From an optimization exercise on the open Yosys and OpenROAD flow, aimed at small area; shortcuts taken in it are not production practice. Function was checked by simulation only, so behaviour that the tests miss may differ from the original. No activity file was given, so power comes from the tool's default toggle rates.

===== flow/design.v =====
`timescale 1ns/1ns
module pixel_processing#(
    parameter          ROW_NUM = 9'd96,      
    parameter          COL_NUM = 9'd32,      
    parameter          DATA_WIDTH  = 16
)(
    input              rst,
    input              video_clk,
	input     [15:0]   rgb565_i,
    input              data_valid,
	output    [15:0]   pixel_mean,
    output             odata_val
   );
localparam AW = 22;             
localparam SW = 21;             
localparam NL = 4;              
localparam NS = 8;              
reg [4:0]   col_cnt;
reg [6:0]   row_cnt;
reg         pend;
reg [15:0]  pix;
reg [2:0]   ph;
reg [NL*SW-1:0] ring [0:NS-1];
wire [NL*SW-1:0] port_q = ring[NS-1];
reg         hit, hit_n;
wire        pend_nx = data_valid || (pend && !hit);
wire [4:0]  col_nx  = hit ? col_cnt + 1'b1 : col_cnt;
wire [2:0]  ph_nx   = ph + 1'b1;
wire        hit_nx  = pend_nx && (ph_nx == col_nx[4:2]);
wire        clr  = row_cnt[1:0] == 2'd0;
wire        last_col = col_cnt == COL_NUM-1;
wire        edge_row = (row_cnt[6:2] == 5'd0) || (row_cnt[6:2] == ROW_NUM/4-1);
wire        emit = (row_cnt[1:0] == 2'd3) && (edge_row || col_cnt == 5'd0 || last_col);
wire [SW-1:0] q0 = port_q[SW-1:0];
wire        h4 = q0[20];
wire [1:0]  rf = q0[19:18];
wire [1:0]  gf = q0[17:16];
wire        rf3 = &rf;
wire        gf3 = &gf;
wire [1:0]  hi_r = rf3 ? {1'b0, h4} : gf3 ? 2'd2 : rf;
wire [1:0]  hi_g = (rf3 || !gf3) ? gf : rf;
wire [1:0]  hi_b = (rf3 || gf3) ? 2'd2 : {1'b0, h4};
wire [AW-1:0] acc = clr ? {AW{1'b0}} : {hi_r, q0[15:11], hi_g, q0[10:5], hi_b, q0[4:0]};
wire [AW-1:0] addend = {2'b0, pix[15:11], 2'b0, pix[10:5], 2'b0, pix[4:0]};
wire [AW-1:0] sum;
wire [AW:0]   cy;
genvar b;
generate for (b = 0; b < AW; b = b + 1) begin : add
    wire cin = (b == 0 || b == 7 || b == 15) ? 1'b0 : cy[b];
    assign sum[b]  = acc[b] ^ addend[b] ^ cin;
    assign cy[b+1] = (acc[b] & addend[b]) | (cin & (acc[b] ^ addend[b]));
end endgenerate
assign pixel_mean = {sum[21:17], sum[14:9], sum[6:2]};
wire [1:0]  s_r = sum[21:20];
wire [1:0]  s_g = sum[14:13];
wire [1:0]  s_b = sum[6:5];
wire        st_h4 = s_b[1] ? (!s_r[1] && s_r[0]) : s_b[0];
wire [1:0]  st_rf = s_b[1] ? (s_r[1] ? s_g : 2'd3) : s_r;
wire [1:0]  st_gf = (s_b[1] && s_r[1]) ? 2'd3 : s_g;
wire [4:0]  sum_hi = {st_h4, st_rf, st_gf};
wire [SW-1:0] sum_st = {sum_hi, sum[19:15], sum[12:7], sum[4:0]};
assign odata_val  = hit && emit;
integer i;
always@(posedge video_clk)begin
    for (i = 1; i < NS; i = i + 1) ring[i] <= ring[i-1];
    ring[0] <= ({NL*SW{hit}}   & {sum_st, port_q[NL*SW-1:SW]})
             | ({NL*SW{hit_n}} & port_q);
end
always@(posedge video_clk)begin
    if (data_valid) pix <= rgb565_i;
end
always@(posedge video_clk or posedge rst)begin
    if(rst)begin
        ph      <= 'b0;
        pend    <= 1'b0;
        hit     <= 1'b0;
        hit_n   <= 1'b1;
        col_cnt <= 'b0;
        row_cnt <= 'b0;
    end else begin
        ph    <= ph_nx;
        pend  <= pend_nx;
        hit   <= hit_nx;
        hit_n <= !hit_nx;
        col_cnt <= col_nx;
        if (hit) begin
            if (last_col) row_cnt <= (row_cnt == ROW_NUM-1) ? 7'd0 : row_cnt + 1'b1;
        end
    end
end
endmodule

===== flow/flow/knobs.sh =====
CTS_ARGS="-sink_clustering_enable -repair_clock_nets -sink_clustering_size 21 -sink_clustering_max_diameter 60 -buf_list sky130_fd_sc_hd__clkbuf_8 -root_buf sky130_fd_sc_hd__clkbuf_4 -tree_buf sky130_fd_sc_hd__clkbuf_4 -dont_use_dummy_load"
BUFFER_PORTS_ARGS="-buffer_cell sky130_fd_sc_hd__buf_1"

===== flow/config.mk =====
export PLATFORM = sky130hd
export DESIGN_NAME = pixel_processing
export DESIGN_NICKNAME = pixel_processing
export VERILOG_FILES = /design/flow/design.v
export SDC_FILE = /design/flow/constraint.sdc
export NUM_CORES = 4
export LEC_CHECK = 0
export CAP_MARGIN = 20
export CORE_MARGIN = 2
export CORE_UTILIZATION = 70
export SLEW_MARGIN = 20

===== flow/constraint.sdc =====
create_clock -name core_clock -period 10.0 [get_ports {video_clk}]
set_input_delay 2.0000 -clock core_clock [delete_from_list [all_inputs] [get_ports {video_clk}]]
set_output_delay 2.0000 -clock core_clock [all_outputs]
set_load 0.01 [all_outputs]

===== flow/standard.sh =====
#!/bin/bash
# synth_recipe.tcl (not shown) runs the flow's synth.tcl, then flattens the netlist and writes it again
# the make line also repeats each setting of config.mk as NAME=value (left out here)
make -C /OpenROAD-flow-scripts/flow DESIGN_CONFIG=/design/flow/config.mk WORK_HOME=/design/flow/orfs CLKGATE_MAP_FILE= SYNTH_SCRIPT=/design/flow/synth_recipe.tcl "${@:-finish}"

===== flow/flow/patch_synth.py =====
import sys
p=sys.argv[1]; s=open(p).read()
anchor="  synth -top $::env(DESIGN_NAME) -run fine: {*}$synth_full_args\n"
assert anchor in s
s=s.replace(anchor,"  techmap\n  opt -fast\n  extract_fa\n  techmap -map $::env(ADDER_MAP_FILE)\n  opt -fast\n"+anchor,1)
open(p,'w').write(s)

===== flow/flow/abc_map.script =====
&get -n
&st
&syn2
&dch -f
&nf -R 1000 -p
&st
&syn2
&dch -f
&nf -R 1000 -p
&put

===== flow/flow/run.sh =====
#!/bin/bash
# Own layout flow: the standard flow (standard.sh) with these changes:
#  - synthesis maps the logic with an area-oriented ABC script (abc_map.script)
#    instead of ORFS's speed script, and looks for full adders (extract_fa)
#    on the design's own gates, before Yosys's generic ABC pass restructures
#    them (patch_synth.py); registers are mapped exactly as in the standard
#    synthesis;
#  - CTS without dummy loads and with smaller clock buffers (knobs.sh);
#  - the smallest buffer cell for the port buffers (knobs.sh).
# Each tool's output is in orfs/logs/; the make output is in flow_make.log.
set -euo pipefail
here=$(cd "$(dirname "$0")" && pwd)
rm -rf scripts_local
cp -r "$FLOW_HOME/scripts" scripts_local
cp "$here/abc_map.script" scripts_local/abc_speed.script
python3 "$here/patch_synth.py" scripts_local/synth.tcl
export SCRIPTS_DIR=$PWD/scripts_local
source "$here/knobs.sh"
export CTS_ARGS BUFFER_PORTS_ARGS
bash standard.sh finish > flow_make.log 2>&1

==> results of run 1 <==
worst register-to-register path, cell delays in order, from the launching register on:
cell and delay, ns:
dfrtp_1 0.44, clkinv_1 0.06, ha_1 0.13, buf_4 0.30
nor2b_1 0.10, ha_1 0.21, fa_1 0.41, fa_1 0.41
fa_1 0.39, fa_1 0.39, fa_1 0.48, ha_1 0.25
xnor2_1 0.25, clkinv_1 0.13, o21ai_0 0.18, nand2_1 0.08
metal layers:
metal  share of wire  wire, um  up-vias
met3           0.031       651       38
met1            0.51     10800     3116
li1                -         -     3164
met2            0.44      9280       88
met4           0.022       463        0
met5               0         0        -
flip-flops by register name, summed over array words and instances (netlist names):
| register | count |
|---|---|
| hit | 1 |
| pend | 1 |
| ph | 3 |
| hit_n | 1 |
| col_cnt | 5 |
| row_cnt | 7 |
| pix | 16 |
| ring | 672 |
cells in the final DEF, fill, tap and decap left out, types with 2 or more instances in the layout:
cell        n
xor2_1      4
a21oi_1     8
ha_1       16
edfxtp_1   16
a22o_1     82
nor2_1      9
o21ai_0    10
clkbuf_4    5
xnor2_1     6
clkinv_1   11
dfrtp_1    16
fa_1       13
buf_4       4
nand4_1     2
dfxtp_1   672
nor2b_1    19
buf_1      35
and2_0      5
nand2_1    15
nor3_1      2
o22ai_1     2
clkbuf_8   34
path summary, 6_finish.rpt:
check	to	slack, ns
hold / removal	ring[5][13]$_DFF_P_	0.31
setup / recovery	pixel_mean[10]	3.25
max in group asynchronous	hit_n$_DFF_PP1_	8.34
setup reg to reg	ring[0][80]$_DFF_P_	5.70
hold reg to reg	ring[5][13]$_DFF_P_	0.31
min in group asynchronous	row_cnt[2]$_DFFE_PP0P_	1.29
cell type report:
| cell class | instances | area share |
|---|---|---|
| Antenna cell | 1 | 0.000146 |
| Clock buffer | 39 | 0.0294 |
| Inverter | 11 | 0.00240 |
| Multi-Input combinational cell | 204 | 0.100 |
| Sequential cell | 706 | 0.838 |
| Tap cell | 285 | 0.0208 |
| Timing Repair Buffer | 39 | 0.00940 |
power breakdown:
part | internal (uW) | switching (uW) | leakage [uW]
Clock | 329 | 730 | 0.000267
Sequential | 2920 | 36.5 | 0.00585
Combinational | 72.6 | 140 | 0.000797
Total | 3320 | 906 | 0.00691
metrics by stage:
step / instance area [um2] / total power (uW)
CTS: 17200 / 4270
global route: 17200 / 4390
finish: 17200 / 4230
global placement: 16700 / 3230
detailed placement: 16700 / 3240
floorplan: 16300 / 3150
kinds of logic (layout without fill, tap and decap cells):
logic type	after synthesis	in the layout
flip-flops	706	706
AO/OA/AOI/OAI	105	105
AND/OR/NAND/NOR	59	59
adder cells (fa/ha/maj)	29	29
buffers and inverters	27	89
XOR/XNOR	10	10
multiplexers	1	1
other	0	1
==> impl_metrics.json, run 1 <==
{
  "worstSetupPathType": "reg2out",
  "syn_to_final_growth_pct": 5.58,
  "syn_avg_cell_area_um2": 17.4,
  "pin_count": 36,
  "synthAdderAreaFrac": 0.0283,
  "grt_max_degree": 92,
  "path_depth": 14,
  "post_cts_resized": 0,
  "setup_tns_ns": 0,
  "worst_slew_pin_slew_ns": 1.09,
  "crit_path_max_incr_delay_ns": 0.48,
  "grt_pass1_wl_mm": 34.5,
  "p_leak_uw": 0.00691,
  "synth-simple-area-share": 0.0194,
  "fp.coreArea_um2": 22700,
  "holdPathStages": 0,
  "cts_tree": "done",
  "finish.utilization": 0.756,
  "use_met2": 0.278,
  "pwr_density_cell_nw_per_um2": 246,
  "slew_headroom": 0.275,
  "antenna_found_initial": 1,
  "synth.ff_latch_count": 706,
  "die-area_um2": 24500,
  "synth_top_family_by_area": "compound AO/OA/AOI/OAI gates",
  "place_inst": 1245,
  "multi_input_area_um2": 1720,
  "cts-buffers-inserted": 39,
  "synth_area_leader_cell": "dfxtp_1",
  "r2r-start": "row_cnt[0]$_DFFE_PP0P_",
  "mappedNetlistArea_um2": 16300,
  "hold_start": "ring[4][13]$_DFF_P_",
  "vias": 6406,
  "muxShareOfSynthArea": 0.000692,
  "critical-path-top-delay-family": "adder cells",
  "async_flop_share": 0.0255,
  "dr.first_iter.drc_count": 324,
  "insertion_delay_ns": 0.69,
  "cp_num_buf_inv": 4,
  "final.setup.worst_slack_ns": 3.25,
  "run_status": "no timing/DRC/antenna violations",
  "hpwlAfterDp_mm": 11.9,
  "use_met3": 0.0316,
  "cp-startpoint": "row_cnt[0]$_DFFE_PP0P_",
  "yosysSeqAreaShare": 0.884,
  "clkSinkCount": 706,
  "viasPerCell": 4.99,
  "grt_pass1_vias": 6867,
  "cts_hold_buffers": 0,
  "cts-root-buf": "clkbuf_4",
  "wl_mm": 21.2,
  "drc": 0,
  "max_freq_mhz": 148,
  "instances_no_fill": 1285,
  "placement.io_buffers": 35,
  "wl_per_cell_um": 16.5,
  "regArea_um2": 14400,
  "layout.nets": 1049,
  "cts_buffer_depth": 3,
  "startpoint_type": "flop",
  "detail_route.first_pass.iterations": 4,
  "cp-end-kind": "primary output",
  "die-height_um": 156,
  "nFillCells": 1360,
  "worstPathMaxFanout": 22,
  "path_common_cell": "fa_1",
  "period_minus_slack_ns": 6.75,
  "yosysMostFrequentCell": "dfxtp_1",
  "start_util": 0.716,
  "place_congestion": 0.740,
  "use_met1": 0.263,
  "holdCritPathClass": "reg2reg",
  "netlist_instances": 937,
  "htreeDepth": 2,
  "dp_slack_ns": 3.96,
  "ant_nets": 0,
  "max_cap_viol_count": 0,
  "synth_cell_types": 31,
  "arrival_ns": 4.75,
  "yosysWarnings": 2,
  "synth_area_leaders": "dfxtp_1 (83%), a22o_1 (4.4%), edfxtp_1 (3.0%)",
  "busiest_layer": "met2",
  "synth_edf_count": 16,
  "synth_top_cell_area_share": 0.827,
  "final-hold-violation-count": 0,
  "setup_viol": 0,
  "rsz0062_at_grt": "no",
  "clk_pin_slew_ns": 0.11,
  "hold_ws_ns": 0.305,
  "r2r_cells": 15,
  "syn-num-nets": 985,
  "skew_ns": 0.0486,
  "die_w_um": 156,
  "crit_required_ns": 8.00,
  "ir_drop_v": 0.000187,
  "track_usage": 0.180,
  "grt_overflow": 0,
  "slowest_stage": "fa_1",
  "synth_common_cells": "dfxtp_1 (672), a22o_1 (82), nor2b_1 (19)",
  "layout-drive-gt1-share": 0.0450,
  "post_cts_buffers": 0,
  "synth_flop_cell": "dfxtp_1",
  "post-route-period-util": 0.675,
  "drv_slew": 0,
  "synth_xor_area_frac": 0.00538,
  "num_rows": 55,
  "crit_chain": "clkinv_1 -> ha_1 -> buf_4 -> nor2b_1 -> ha_1 -> fa_1 -> fa_1 -> fa_1 -> fa_1 -> fa_1 -> ha_1 -> xnor2_1 -> clkinv_1 -> buf_1",
  "synth_compound_area_frac": 0.0520
}
==> inputs of run 2 (changes only) <==
==> flow/flow/abc_map.script (replaced) <==
&get -n
&st
&dch
&nf -R 1000 -p -E 50
&put
==> run 2 against run 1 <==
Sequential power about the same; sequential cell count unchanged; largest power group unchanged; worst hold slack improved by 0.0097 ns; clock power about the same; critical path depth fell by 1; non-clock buffer count unchanged; first-iteration DRC count down 18%; largest cell class unchanged; area after synthesis decreased by 0.15%; clock skew down 0.010 ns; power down 0.21%; critical endpoint unchanged; register-to-register slack worse by 0.05 ns; still clean on timing, DRC and antenna.
==> impl_metrics.json, run 2 <==
{
  "run_status": "no timing/DRC/antenna violations",
  "cp-end-kind": "primary output",
  "p_switching_uw": 897,
  "wl_mm": 21.1,
  "pwr_density_cell_nw_per_um2": 246,
  "dpl_cell_area_um2": 16600,
  "worstSetupPathType": "reg2out",
  "yosysSeqAreaShare": 0.886,
  "setup_viol": 0,
  "detail_route.first_pass.iterations": 4,
  "post-route-period-util": 0.678,
  "synth_area_leader_cell": "dfxtp_1",
  "hold_ws_ns": 0.315,
  "track_usage": 0.181,
  "p_leak_uw": 0.00689,
  "yosysWarnings": 2,
  "seqPwrFrac": 0.701,
  "skew_ns": 0.0383,
  "dr_wl_met3_um": 639,
  "design_area_um2": 17200,
  "drc": 0,
  "final-hold-violation-count": 0,
  "top_layer_used": "met4",
  "dr.first_iter.drc_count": 266,
  "cts_buffer_depth": 3,
  "met1_length_mm": 10.4,
  "synth_common_cells": "dfxtp_1 (672), a22o_1 (81), dfrtp_1 (17)",
  "holdCritPathClass": "reg2reg",
  "largest_reg_flops": 672,
  "syn_to_final_growth_pct": 5.60,
  "regMostFlops": "ring",
  "path_common_cell": "fa_1",
  "pwr-share-clk": 0.249,
  "ant_nets": 0,
  "nFillCells": 1373,
  "insertion_delay_ns": 0.69,
  "antenna_found_initial": 1,
  "arrival_ns": 4.78,
  "crit_required_ns": 8.00,
  "slowest_stage": "dfrtp_1",
  "num_rows": 55,
  "synth_flop_cell": "dfxtp_1",
  "rsz0062_at_grt": "no",
  "r2r-start": "row_cnt[0]$_DFFE_PP0P_",
  "worstPathMaxFanout": 22,
  "max_freq_mhz": 148,
  "max_cap_viol_count": 0,
  "placement.io_buffers": 35,
  "period_minus_slack_ns": 6.78,
  "regArea_um2": 14400,
  "cts-buffers-inserted": 39,
  "die_w_um": 156,
  "slew_headroom": 0.291,
  "final_common_cell": "dfxtp_1",
  "layout-drive-gt1-share": 0.0453,
  "drv_slew": 0,
  "largestRegisters": "ring (672), pix (16), row_cnt (7)",
  "mappedNetlistArea_um2": 16200,
  "synth_edf_count": 16,
  "crit_chain": "clkinv_1 -> ha_1 -> buf_4 -> nor2b_1 -> ha_1 -> fa_1 -> fa_1 -> fa_1 -> fa_1 -> fa_1 -> ha_1 -> xor2_1 -> buf_1",
  "cts_tree": "done",
  "wl_per_cell_um": 16.5,
  "setup_tns_ns": 0,
  "grt_pass1_wl_mm": 34.5,
  "worst_slew_pin_slew_ns": 1.06,
  "synth.ff_latch_count": 706,
  "wl_met2_mm": 9.63,
  "netlist_instances": 932,
  "pwr-share-comb": 0.050,
  "grt_overflow": 0,
  "pin_count": 36,
  "async_flop_share": 0.0255,
  "p_int_uw": 3320,
  "start_util": 0.715,
  "die-height_um": 156,
  "startpoint_type": "flop",
  "place_congestion": 0.733,
  "htreeDepth": 2,
  "syn-num-nets": 980,
  "reg2reg_slack_ns": 5.65,
  "multi_input_area_um2": 1690,
  "ir_drop_v": 0.000179,
  "layout.nets": 1044,
  "crit_path_max_incr_delay_ns": 0.46,
  "synth_top_cell_area_share": 0.828,
  "dp_slack_ns": 3.94,
  "vias": 6411,
  "clkSinkCount": 706,
  "fp.coreArea_um2": 22700,
  "rr_endpoint": "ring[0][82]$_DFF_P_",
  "final.setup.worst_slack_ns": 3.22,
  "cts_hold_buffers": 0,
  "grt_pass1_vias": 6755,
  "r2r_cells": 14,
  "viasPerCell": 5.00,
  "cts-root-buf": "clkbuf_4",
  "post_cts_buffers": 0,
  "grt_max_degree": 93,
  "swShare": 0.213,
  "hpwlAfterDp_mm": 12.0,
  "cp-startpoint": "row_cnt[0]$_DFFE_PP0P_",
  "die-area_um2": 24400,
  "yosysMostFrequentCell": "dfxtp_1",
  "final_cell_mix": "dfxtp_1 (672), a22o_1 (81), buf_1 (35)",
  "endpoint": "pixel_mean[10]",
  "synth_area_leaders": "dfxtp_1 (83%), a22o_1 (4.4%), edfxtp_1 (3.0%)",
  "syn_avg_cell_area_um2": 17.4,
  "synth_cell_types": 30,
  "clk_pin_slew_ns": 0.12,
  "post_cts_resized": 0
}
[run 2: cell count changes after synthesis, sizes merged, moves of 2 or more]
cell / delta
a311oi: +2
and2: -4
nor2: -4
nor2b: -3
o22ai: -2
[run 2: logic make-up after synthesis]
logic type | share of synthesized area
AOI/OAI and AO/OA | 0.0531
DFF | 0.886
adders and majority gates | 0.0283
muxes | 0.000693
xor gates and xnor gates | 0.00593
and+or+nand+nor | 0.0162
buffers and inverters | 0.0102
[run 2: final cells by class]
class,count,area share
diodes,2,0.000292
inverters,12,0.00263
repair buffers,39,0.00941
clock buffers,39,0.0295
multi-input cells,198,0.0987
flip-flops and latches,706,0.839
well taps,285,0.0208
[run 2: worst max-delay path, delay by kind of cell (launching register included)]
kind | cells | cell delay [ns]
adder cells (fa/ha/maj) | 8 | 2.66
buffers and inverters | 3 | 0.56
flip-flops | 1 | 0.46
XOR/XNOR | 1 | 0.29
AND/OR/NAND/NOR | 1 | 0.10
[run 2: layer usage]
layer / vias up / GRT usage
met3: 37 / 0.0310
met2: 89 / 0.289
met1: 3132 / 0.258
met4: 0 / 0.0564
li1: 3153 / -
met5: - / 0
[run 2: worst min-delay path by stage]
stage | slack (ns) | depth (start not counted) | end | start
2_1_floorplan | 0.31 | 0 | ring[1][0]$_DFF_P_ | ring[0][0]$_DFF_P_
3_3_place_gp | 0.31 | 0 | ring[7][6]$_DFF_P_ | ring[6][6]$_DFF_P_
3_5_place_dp | 0.31 | 0 | ring[1][33]$_DFF_P_ | ring[0][33]$_DFF_P_
4_1_cts | 0.31 | 0 | ring[1][73]$_DFF_P_ | ring[0][73]$_DFF_P_
5_1_grt | 0.31 | 0 | ring[1][73]$_DFF_P_ | ring[0][73]$_DFF_P_
6_report | 0.31 | 0 | ring[5][42]$_DFF_P_ | ring[4][42]$_DFF_P_
[run 2: per-stage QoR]
stage | util | total power (uW) | instances
global placement | 0.733 | 3220 | 1240
floorplan | - | 3150 | 932
global route | 0.755 | 4380 | 1281
finish | 0.755 | 4220 | 1281
CTS | 0.755 | 4260 | 1279
detailed placement | 0.733 | 3230 | 1240
[run 2: power by group through the flow]
stage	clock, uW	combinational [uW]	sequential [uW]
floorplan	0	92.2	3060
global placement	0	207	3020
detailed placement	0	212	3020
CTS	1080	215	2960
global route	1180	232	2970
finish	1050	211	2960
==> inputs of run 3 (changes only) <==
==> flow/flow/knobs.sh (replaced) <==
CTS_ARGS="-sink_clustering_enable -repair_clock_nets -sink_clustering_size 22 -sink_clustering_max_diameter 60 -buf_list sky130_fd_sc_hd__clkbuf_8 -root_buf sky130_fd_sc_hd__clkbuf_4 -tree_buf sky130_fd_sc_hd__clkbuf_4 -dont_use_dummy_load"
BUFFER_PORTS_ARGS="-buffer_cell sky130_fd_sc_hd__buf_1"
==> run 3 against run 2 <==
Worst hold slack hardly changed; sequential cell count unchanged; die area unchanged.
==> impl_metrics.json, run 3 <==
{
  "run_status": "no timing/DRC/antenna violations",
  "grt_pass1_wl_mm": 34.2,
  "pin_count": 36,
  "cts-buffers-inserted": 38,
  "insertion_delay_ns": 0.68,
  "die-height_um": 156,
  "antenna_found_initial": 1,
  "met1_length_mm": 10.5,
  "detail_route.first_pass.iterations": 4,
  "largestRegisters": "ring (672), pix (16), row_cnt (7)",
  "crit_required_ns": 8.00,
  "cts_hold_buffers": 0,
  "ant_nets": 0,
  "cp-startpoint": "row_cnt[0]$_DFFE_PP0P_",
  "r2r-start": "row_cnt[0]$_DFFE_PP0P_",
  "viasPerCell": 4.98,
  "critical-path-top-delay-family": "adder cells",
  "drc": 0,
  "yosysSeqAreaShare": 0.886,
  "dp_slack_ns": 3.94,
  "synth_edf_count": 16,
  "dpl_cell_area_um2": 16600,
  "cp_num_buf_inv": 3,
  "syn_to_final_growth_pct": 5.52,
  "nFillCells": 1384,
  "slowest_stage": "dfrtp_1",
  "swShare": 0.213,
  "path_common_cell": "fa_1",
  "worstPathMaxFanout": 22,
  "cp-end-kind": "primary output",
  "p_switching_uw": 896,
  "synth_flop_cell": "dfxtp_1",
  "synth_cell_types": 30,
  "slew_headroom": 0.293,
  "die-area_um2": 24400,
  "wl_mm": 21.0,
  "dr.first_iter.drc_count": 247,
  "pwr_density_cell_nw_per_um2": 246,
  "grt_max_degree": 93,
  "synth.ff_latch_count": 706,
  "layout.nets": 1043,
  "layout-drive-gt1-share": 0.0443,
  "track_usage": 0.180,
  "synth_top_cell_area_share": 0.828,
  "grt_pass1_vias": 6697,
  "syn-num-nets": 980,
  "mappedNetlistArea_um2": 16200,
  "wl_per_cell_um": 16.4,
  "p_leak_uw": 0.00688,
  "post_cts_buffers": 0,
  "crit_chain": "clkinv_1 -> ha_1 -> buf_4 -> nor2b_1 -> ha_1 -> fa_1 -> fa_1 -> fa_1 -> fa_1 -> fa_1 -> ha_1 -> xor2_1 -> buf_1",
  "synth_area_leaders": "dfxtp_1 (83%), a22o_1 (4.4%), edfxtp_1 (3.0%)",
  "setup_viol": 0,
  "fp.coreArea_um2": 22700,
  "synth_area_leader_cell": "dfxtp_1",
  "pwr-share-comb": 0.050,
  "start_util": 0.715,
  "setup_tns_ns": 0,
  "final_cell_mix": "dfxtp_1 (672), a22o_1 (81), buf_1 (35)",
  "arrival_ns": 4.76,
  "vias": 6376,
  "wl_met2_mm": 9.40,
  "holdCritPathClass": "reg2reg",
  "p_int_uw": 3310,
  "final-hold-violation-count": 0,
  "die_w_um": 156,
  "cts_tree": "done",
  "grt_overflow": 0,
  "skew_ns": 0.0336,
  "syn_avg_cell_area_um2": 17.4,
  "seqPwrFrac": 0.703,
  "worstSetupPathType": "reg2out",
  "final.setup.worst_slack_ns": 3.24,
  "dr_wl_met3_um": 648,
  "hold_start": "ring[6][66]$_DFF_P_",
  "hpwlAfterDp_mm": 12.0,
  "cts_buffer_depth": 3,
  "rsz0062_at_grt": "no",
  "post-route-period-util": 0.676,
  "htreeDepth": 2,
  "drv_slew": 0,
  "ir_drop_v": 0.000167,
  "num_rows": 55,
  "async_flop_share": 0.0255,
  "regMostFlops": "ring",
  "yosysWarnings": 2,
  "crit_path_max_incr_delay_ns": 0.45,
  "top_layer_used": "met4",
  "post_cts_resized": 0,
  "period_minus_slack_ns": 6.76,
  "worst_slew_pin_slew_ns": 1.06,
  "design_power_total_uw": 4210,
  "clkSinkCount": 706,
  "largest_reg_flops": 672,
  "final_common_cell": "dfxtp_1",
  "hold_ws_ns": 0.315,
  "multi_input_area_um2": 1690,
  "design_area_um2": 17100,
  "max_freq_mhz": 148,
  "pwr-share-clk": 0.248,
  "netlist_instances": 932,
  "yosysMostFrequentCell": "dfxtp_1",
  "placement.io_buffers": 35,
  "clk_pin_slew_ns": 0.12,
  "startpoint_type": "flop",
  "cts-root-buf": "clkbuf_4",
  "max_cap_viol_count": 0,
  "regArea_um2": 14400,
  "place_congestion": 0.733,
  "synth_common_cells": "dfxtp_1 (672), a22o_1 (81), dfrtp_1 (17)"
}
[run 3: through the flow]
step | std cells | util
6_report | 1280 | 0.755
5_1_grt | 1280 | 0.755
4_1_cts | 1278 | 0.754
3_5_place_dp | 1240 | 0.733
3_3_place_gp | 1240 | 0.733
2_1_floorplan | 932 | -
[run 3: worst paths after layout]
kind	cells after the start	endpoint	slack (ns)
setup / recovery	13	pixel_mean[10]	3.24
hold / removal	0	ring[7][66]$_DFF_P_	0.31
setup reg to reg	14	ring[0][82]$_DFF_P_	5.63
hold reg to reg	0	ring[7][66]$_DFF_P_	0.31
max in group asynchronous	2	row_cnt[2]$_DFFE_PP0P_	8.37
min in group asynchronous	2	pend$_DFF_PP0_	1.29
[run 3: cell families after synthesis]
family | Yosys count | synth area share
compound gates | 107 | 0.0531
xor+xnor | 11 | 0.00593
fa+ha+maj | 29 | 0.0283
buf+inv | 28 | 0.0102
flops | 706 | 0.886
mux | 1 | 0.000693
simple gates | 50 | 0.0162
[run 3: power by group through the flow]
| stage | Combinational [uW] | Clock (uW) | Sequential, uW |
|---|---|---|---|
| 5_1_grt | 231 | 1170 | 2970 |
| 2_1_floorplan | 92.2 | 0 | 3060 |
| 3_3_place_gp | 207 | 0 | 3020 |
| 3_5_place_dp | 212 | 0 | 3020 |
| 6_report | 210 | 1040 | 2960 |
| 4_1_cts | 214 | 1070 | 2960 |
[run 3: routing by layer]
metal | vias to the layer above | global-route usage
met5 | - | 0
met4 | 0 | 0.0507
met3 | 40 | 0.0341
met2 | 91 | 0.286
met1 | 3092 | 0.257
li1 | 3153 | -
[run 3: area by class of cell]
| cell class | instances | share of cell area |
|---|---|---|
| diodes | 2 | 0.000292 |
| clock buffers | 38 | 0.0287 |
| inverters | 12 | 0.00263 |
| multi-input cells | 198 | 0.0988 |
| flip-flops and latches | 706 | 0.839 |
| well taps | 285 | 0.0208 |
| repair buffers | 39 | 0.00942 |
==> inputs of run 4 (changes only) <==
==> flow/flow/knobs.sh (replaced) <==
CTS_ARGS="-sink_clustering_enable -repair_clock_nets -sink_clustering_size 21 -sink_clustering_max_diameter 60 -buf_list sky130_fd_sc_hd__clkbuf_8 -root_buf sky130_fd_sc_hd__clkbuf_2 -tree_buf sky130_fd_sc_hd__clkbuf_2 -dont_use_dummy_load"
BUFFER_PORTS_ARGS="-buffer_cell sky130_fd_sc_hd__buf_1"
==> run 4 against run 3 <==
Largest power group unchanged; global-route usage increased by 0.094 points; largest cell class unchanged; clock power is essentially flat; final area hardly changed; still clean; critical endpoint unchanged; die area unchanged; sequential share of layout area hardly changed; final cell count about the same.
==> impl_metrics.json, run 4 <==
{
  "worst_slew_pin_slew_ns": 1.07,
  "syn-num-nets": 980,
  "pwr-share-comb": 0.050,
  "num_rows": 55,
  "clk_pin_slew_ns": 0.12,
  "cts-buffers-inserted": 39,
  "track_usage": 0.181,
  "hold_start": "ring[4][83]$_DFF_P_",
  "yosysSeqAreaShare": 0.886,
  "grt_max_degree": 93,
  "viasPerCell": 4.99,
  "post_cts_buffers": 0,
  "synth_flop_cell": "dfxtp_1",
  "die-height_um": 156,
  "pwr-share-clk": 0.247,
  "drv_slew": 0,
  "ir_drop_v": 0.000179,
  "setup_tns_ns": 0,
  "layout.nets": 1044,
  "swShare": 0.214,
  "min_to": "ring[5][83]$_DFF_P_",
  "slew_headroom": 0.289,
  "placement.io_buffers": 35,
  "syn_to_final_growth_pct": 5.52,
  "detail_route.first_pass.iterations": 4,
  "post_cts_resized": 0,
  "max_cap_viol_count": 0,
  "run_status": "no timing/DRC/antenna violations",
  "final_cell_mix": "dfxtp_1 (672), a22o_1 (81), buf_1 (35)",
  "largest_reg_flops": 672,
  "insertion_delay_ns": 0.84,
  "hpwlAfterDp_mm": 12.0,
  "p_int_uw": 3310,
  "wl_per_cell_um": 16.5,
  "fp.coreArea_um2": 22700,
  "synth_edf_count": 16,
  "startpoint_type": "flop",
  "yosysWarnings": 2,
  "grt_pass1_vias": 6757,
  "r2r_cells": 14,
  "worstPathMaxFanout": 22,
  "start_util": 0.715,
  "synth_area_leaders": "dfxtp_1 (83%), a22o_1 (4.4%), edfxtp_1 (3.0%)",
  "rsz0062_at_grt": "no",
  "cp-startpoint": "row_cnt[0]$_DFFE_PP0P_",
  "multi_input_area_um2": 1690,
  "synth_common_cells": "dfxtp_1 (672), a22o_1 (81), dfrtp_1 (17)",
  "regMostFlops": "ring",
  "syn_avg_cell_area_um2": 17.4,
  "vias": 6392,
  "design_power_total_uw": 4210,
  "cts_tree": "done",
  "clkSinkCount": 706,
  "drc": 0,
  "htreeDepth": 2,
  "synth.ff_latch_count": 706,
  "skew_ns": 0.0463,
  "mappedNetlistArea_um2": 16200,
  "netlist_instances": 932,
  "crit_required_ns": 8.00,
  "synth_top_cell_area_share": 0.828,
  "final-hold-violation-count": 0,
  "post-route-period-util": 0.692,
  "ant_nets": 0,
  "p_leak_uw": 0.00689,
  "p_switching_uw": 898,
  "reg2reg_slack_ns": 5.66,
  "synth_area_leader_cell": "dfxtp_1",
  "max_freq_mhz": 145,
  "cts_hold_buffers": 0,
  "yosysMostFrequentCell": "dfxtp_1",
  "wl_mm": 21.1,
  "arrival_ns": 4.92,
  "setup_viol": 0,
  "grt_overflow": 0,
  "holdPathStages": 0,
  "grt_pass1_wl_mm": 34.5,
  "pwr_density_cell_nw_per_um2": 245,
  "seqPwrFrac": 0.703,
  "antenna_found_initial": 1,
  "worstSetupPathType": "reg2out",
  "place_congestion": 0.733,
  "async_flop_share": 0.0255,
  "cp-end-kind": "primary output",
  "synth_cell_types": 30,
  "nFillCells": 1378,
  "regArea_um2": 14400,
  "layout-drive-gt1-share": 0.0453,
  "largestRegisters": "ring (672), pix (16), row_cnt (7)",
  "die_w_um": 156,
  "die-area_um2": 24400,
  "r2r-start": "row_cnt[0]$_DFFE_PP0P_",
  "cts-root-buf": "clkbuf_2",
  "holdCritPathClass": "reg2reg",
  "dr.first_iter.drc_count": 242,
  "cts_buffer_depth": 3,
  "rr_endpoint": "ring[0][82]$_DFF_P_",
  "period_minus_slack_ns": 6.92,
  "final_common_cell": "dfxtp_1",
  "pin_count": 36
}
## run 4: cell counts after synthesis
Identical to the previous run, type by type.
## run 4: power groups by stage
stage	Sequential, uW	Clock (uW)	Combinational (uW)
after floorplan	3060	0	92.2
after global placement	3020	0	207
after detailed placement	3020	0	212
after CTS	2960	1070	215
after global routing	2970	1170	232
final	2960	1040	211
## run 4: worst max-delay path by stage
| stage | cells after the start | endpoint |
|---|---|---|
| 6_report | 13 | pixel_mean[10] |
| 5_1_grt | 13 | pixel_mean[10] |
| 4_1_cts | 13 | pixel_mean[10] |
| 3_5_place_dp | 13 | pixel_mean[10] |
| 3_3_place_gp | 13 | pixel_mean[10] |
| 2_1_floorplan | 12 | pixel_mean[10] |
## run 4: worst max-delay path, cell delays in order, from the launching register on
cell      delay (ns)
dfrtp_1         0.46
clkinv_1        0.07
ha_1            0.14
buf_4           0.30
nor2b_1         0.10
ha_1            0.20
fa_1            0.39
fa_1            0.44
fa_1            0.43
fa_1            0.40
fa_1            0.43
ha_1            0.22
xor2_1          0.29
buf_1           0.19
## run 4: routing by layer
metal	up-vias	wire length [um]	track usage
li1	3152	-	-
met1	3119	10400	0.258
met2	83	9620	0.289
met3	38	699	0.0307
met4	0	414	0.0542
met5	-	0	0
## run 4: metrics by stage
stage	instances	cell area [um2]	util	hold WS, ns	setup WS [ns]
floorplan	932	16200	-	0.310	4.35
global placement	1240	16600	0.733	0.311	4.08
detailed placement	1240	16600	0.733	0.312	3.94
CTS	1279	17100	0.755	0.288	2.94
global route	1281	17100	0.755	0.297	2.82
finish	1281	17100	0.755	0.303	3.08
## run 4: cell type report
type                            count  share of cell area
Multi-Input combinational cell    198              0.0988
Timing Repair Buffer               39             0.00942
Inverter                           12             0.00263
Sequential cell                   706               0.839
Tap cell                          285              0.0208
Clock buffer                       39              0.0288
Antenna cell                        2            0.000292
## run 4: cells by family (layout without fill, tap and decap cells)
| family | Yosys count | in the layout | synth area share |
|---|---|---|---|
| AO/OA/AOI/OAI | 107 | 107 | 0.0531 |
| XOR/XNOR | 11 | 11 | 0.00593 |
| adder cells (fa/ha/maj) | 29 | 29 | 0.0283 |
| buffers and inverters | 28 | 90 | 0.0102 |
| flip-flops | 706 | 706 | 0.886 |
| multiplexers | 1 | 1 | 0.000693 |
| other | 0 | 2 | 0 |
| AND/OR/NAND/NOR | 50 | 50 | 0.0162 |
==> inputs of run 5 (changes only) <==
==> flow/flow/run.sh (replaced) <==
#!/bin/bash
# Own layout flow: the standard flow (standard.sh) with two changes:
# CTS without dummy loads and with smaller clock buffers, and the smallest
# buffer cell for the port buffers. Each tool's output is in orfs/logs/;
# the whole make output is in flow_make.log.
set -euo pipefail
here=$(cd "$(dirname "$0")" && pwd)
source "$here/knobs.sh"
export CTS_ARGS BUFFER_PORTS_ARGS
bash standard.sh finish > flow_make.log 2>&1
==> flow/flow/knobs.sh (replaced) <==
CTS_ARGS="-sink_clustering_enable -repair_clock_nets -sink_clustering_size 21 -sink_clustering_max_diameter 60 -buf_list sky130_fd_sc_hd__clkbuf_8 -root_buf sky130_fd_sc_hd__clkbuf_4 -tree_buf sky130_fd_sc_hd__clkbuf_4 -dont_use_dummy_load"
BUFFER_PORTS_ARGS="-buffer_cell sky130_fd_sc_hd__buf_1"
removed: flow/flow/abc_map.script
removed: flow/flow/patch_synth.py
==> run 5 against run 4 <==
Maximum frequency is 3.8% lower; final area increased by 1.4%; critical path depth is 1 higher; clock power about the same; combinational power grew 3%; count of clock-buffer cells in the layout stayed put; setup slack got worse by 0.28 ns; utilization is 0.76 points lower; routed wire length grew 5.6%; global-route usage up 0.78 points; final cell count grew 6.6%.
==> impl_metrics.json, run 5 <==
{
  "max_freq_mhz": 139,
  "final_cell_mix": "dfxtp_1 (672), a22o_1 (66), nand2_1 (41), inv_1 (41), buf_1 (35)",
  "run_status": "no timing/DRC/antenna violations",
  "skew_ns": 0.0613,
  "track_usage": 0.189,
  "cts_buffer_depth": 3,
  "synth.ff_latch_count": 706,
  "post-route-period-util": 0.719,
  "synth_compound_area_frac": 0.0515,
  "met1_length_mm": 11.0,
  "holdCritPathClass": "reg2reg",
  "num_rows": 56,
  "slew_headroom": 0.435,
  "p_leak_uw": 0.00704,
  "yosysSeqAreaShare": 0.877,
  "start_util": 0.705,
  "layout-drive-gt1-share": 0.0517,
  "antenna_found_initial": 1,
  "syn_to_final_growth_pct": 5.92,
  "period_minus_slack_ns": 7.19,
  "hold_start": "ring[2][62]$_DFF_P_",
  "dp_slack_ns": 3.45,
  "synthAdderAreaFrac": 0.0250,
  "wl_per_cell_um": 16.3,
  "drv_slew": 0,
  "post_cts_resized": 0,
  "syn_avg_cell_area_um2": 16.6,
  "post_cts_buffers": 0,
  "max_cap_viol_count": 0,
  "mappedNetlistArea_um2": 16400,
  "startpoint_type": "flop",
  "syn-num-nets": 1034,
  "yosysWarnings": 2,
  "die_w_um": 157,
  "regMostFlops": "ring",
  "clkSinkCount": 706,
  "arrival_ns": 5.19,
  "synth_area_leaders": "dfxtp_1 (82%), a22o_1 (3.5%), edfxtp_1 (2.9%)",
  "pwr_density_cell_nw_per_um2": 258,
  "wl_mm": 22.3,
  "design_power_total_uw": 4480,
  "synth-simple-area-share": 0.0238,
  "async_flop_share": 0.0255,
  "ir_drop_v": 0.000195,
  "final_common_cell": "dfxtp_1",
  "yosysMostFrequentCell": "dfxtp_1",
  "synth_top_cell_area_share": 0.820,
  "worst_slew_pin_slew_ns": 0.847,
  "insertion_delay_ns": 0.70,
  "clk_pin_slew_ns": 0.12,
  "hpwlAfterDp_mm": 13.1,
  "muxShareOfSynthArea": 0.00229,
  "netlist_instances": 990,
  "cp-startpoint": "row_cnt[0]$_DFFE_PP0P_",
  "r2r-start": "row_cnt[0]$_DFFE_PP0P_",
  "pin_count": 36,
  "synth_area_leader_cell": "dfxtp_1",
  "placement.io_buffers": 35,
  "layout.nets": 1091,
  "drc": 0,
  "hold_ws_ns": 0.271,
  "grt_max_degree": 69,
  "grt_pass1_wl_mm": 35.8,
  "synth_cell_types": 54,
  "final.setup.worst_slack_ns": 2.81,
  "synth_xor_area_frac": 0.00579,
  "die-area_um2": 24700,
  "dr.first_iter.drc_count": 368,
  "dr_wl_met3_um": 785,
  "grt_overflow": 0,
  "die-height_um": 157,
  "cts_tree": "done",
  "setup_tns_ns": 0,
  "vias": 6631,
  "crit_required_ns": 8.00,
  "htreeDepth": 2,
  "rsz0062_at_grt": "no",
  "place_congestion": 0.834,
  "synth_top_family_by_area": "compound AO/OA/AOI/OAI gates",
  "largestRegisters": "ring (672), pix (16), row_cnt (7)",
  "final-hold-violation-count": 0,
  "wl_met2_mm": 9.97,
  "setup_viol": 0,
  "ant_nets": 0,
  "worstSetupPathType": "reg2out",
  "synth_edf_count": 16,
  "top_layer_used": "met4",
  "cts-buffers-inserted": 39,
  "detail_route.first_pass.iterations": 4,
  "synth_common_cells": "dfxtp_1 (672), a22o_1 (66), inv_1 (41), nand2_1 (41), clkbuf_1 (19)",
  "synth_flop_cell": "dfxtp_1",
  "cts_hold_buffers": 0,
  "fp.coreArea_um2": 23300,
  "cp-end-kind": "primary output",
  "grt_pass1_vias": 6962,
  "cts-root-buf": "clkbuf_4",
  "worstPathMaxFanout": 16,
  "largest_reg_flops": 672,
  "viasPerCell": 4.86
}
==> run 5: changes by cell type after synthesis, moves of 8 or more <==
cell      delta
clkinv_1    -12
nand2_1     +25
a22o_1      -15
o21ai_0      +8
nor2b_1     -11
clkbuf_1    +19
inv_1       +41
buf_4       -16
==> run 5: worst max-delay path, cell delays in order, from the launching register on <==
cell     delay (ns)
dfrtp_1        0.44
inv_1          0.08
ha_1           0.42
inv_1          0.59
nand2_1        0.17
fa_1           0.44
fa_1           0.40
fa_1           0.39
fa_1           0.39
fa_1           0.38
inv_1          0.14
ha_1           0.19
nor4_1         0.07
or2_2          0.31
buf_1          0.13
==> run 5: report_power, final <==
part	internal, uW	total, uW	leakage (uW)	switching, uW
combinational	79.6	218	0.000934	139
sequential	3080	3200	0.00584	123
clock	329	1060	0.000267	731
==> run 5: path summary, 6_finish.rpt <==
check / depth (start not counted) / slack [ns] / end
max: 14 / 2.81 / pixel_mean[10]
max reg2reg: 14 / 5.30 / ring[0][81]$_DFF_P_
min reg2reg: 0 / 0.27 / ring[3][62]$_DFF_P_
max in group asynchronous: 2 / 8.13 / hit$_DFF_PP0_
min in group asynchronous: 2 / 1.36 / row_cnt[6]$_DFFE_PP0P_
min: 0 / 0.27 / ring[3][62]$_DFF_P_
==> run 5: cell type report <==
class | count | area (um2)
antenna | 1 | 2.50
clock buffer | 39 | 505
fill | 1490 | 5880
inverter | 41 | 154
multi-input combinational | 221 | 1780
sequential | 706 | 14400
tap | 319 | 399
timing repair buffer | 38 | 154
==> run 5: cell families after synthesis <==
family                     count (synthesis)
buffers and inverters                     63
DFF                                      706
muxes                                      3
xor gates and xnor gates                  10
adders and majority gates                 25
AOI/OAI and AO/OA                        106
and+or+nand+nor                           77
==> run 5: per-layer routing <==
layer,vias to the layer above,GRT usage
li1,3288,-
met1,3204,0.268
met2,93,0.296
met3,46,0.0350
met4,0,0.0658
met5,-,0
==> run 5: through the flow <==
step                area (um2)  instances  utilization
floorplan                16400        990            -
global placement         16900       1325        0.725
detailed placement       16900       1325        0.725
CTS                      17400       1364        0.747
global route             17400       1365        0.747
finish                   17400       1365        0.747

[separate check: timing with driven ports]
In the flow no input, the clock included, has a driving cell. The finished layouts below were timed again as built, in two steps. Step 1 sets driving cells, clkbuf_16 on the clock port and buf_2 on the other inputs (assumed; they add their load-dependent delay and slew). Step 2 also shifts input and output timing later by t, the mid clock arrival at the registers, as if the neighbouring blocks saw the same clock. Slacks: ideal / step 1 / step 2; pairs: ideal / step 1.
| run | t, ns | setup slack, ns | worst setup path at the end | latest minus earliest clock arrival (ns) | worst register clock-pin slew, ns |
|---|---|---|---|---|---|
| run 1 | 0.710 | 3.250 / 3.209 / 3.919 | register to output | 0.051 / 0.051 | 0.12 / 0.12 |
| run 2 | 0.707 | 3.223 / 3.184 / 3.891 | register to output | 0.042 / 0.042 | 0.12 / 0.12 |
| run 3 | 0.700 | 3.239 / 3.201 / 3.901 | register to output | 0.044 / 0.044 | 0.12 / 0.12 |
| run 4 | 0.855 | 3.083 / 3.044 / 3.899 | register to output | 0.050 / 0.050 | 0.12 / 0.12 |
| run 5 | 0.710 | 2.808 / 2.770 / 3.480 | register to output | 0.064 / 0.064 | 0.12 / 0.12 |
After both steps setup and hold are still met in every run listed.
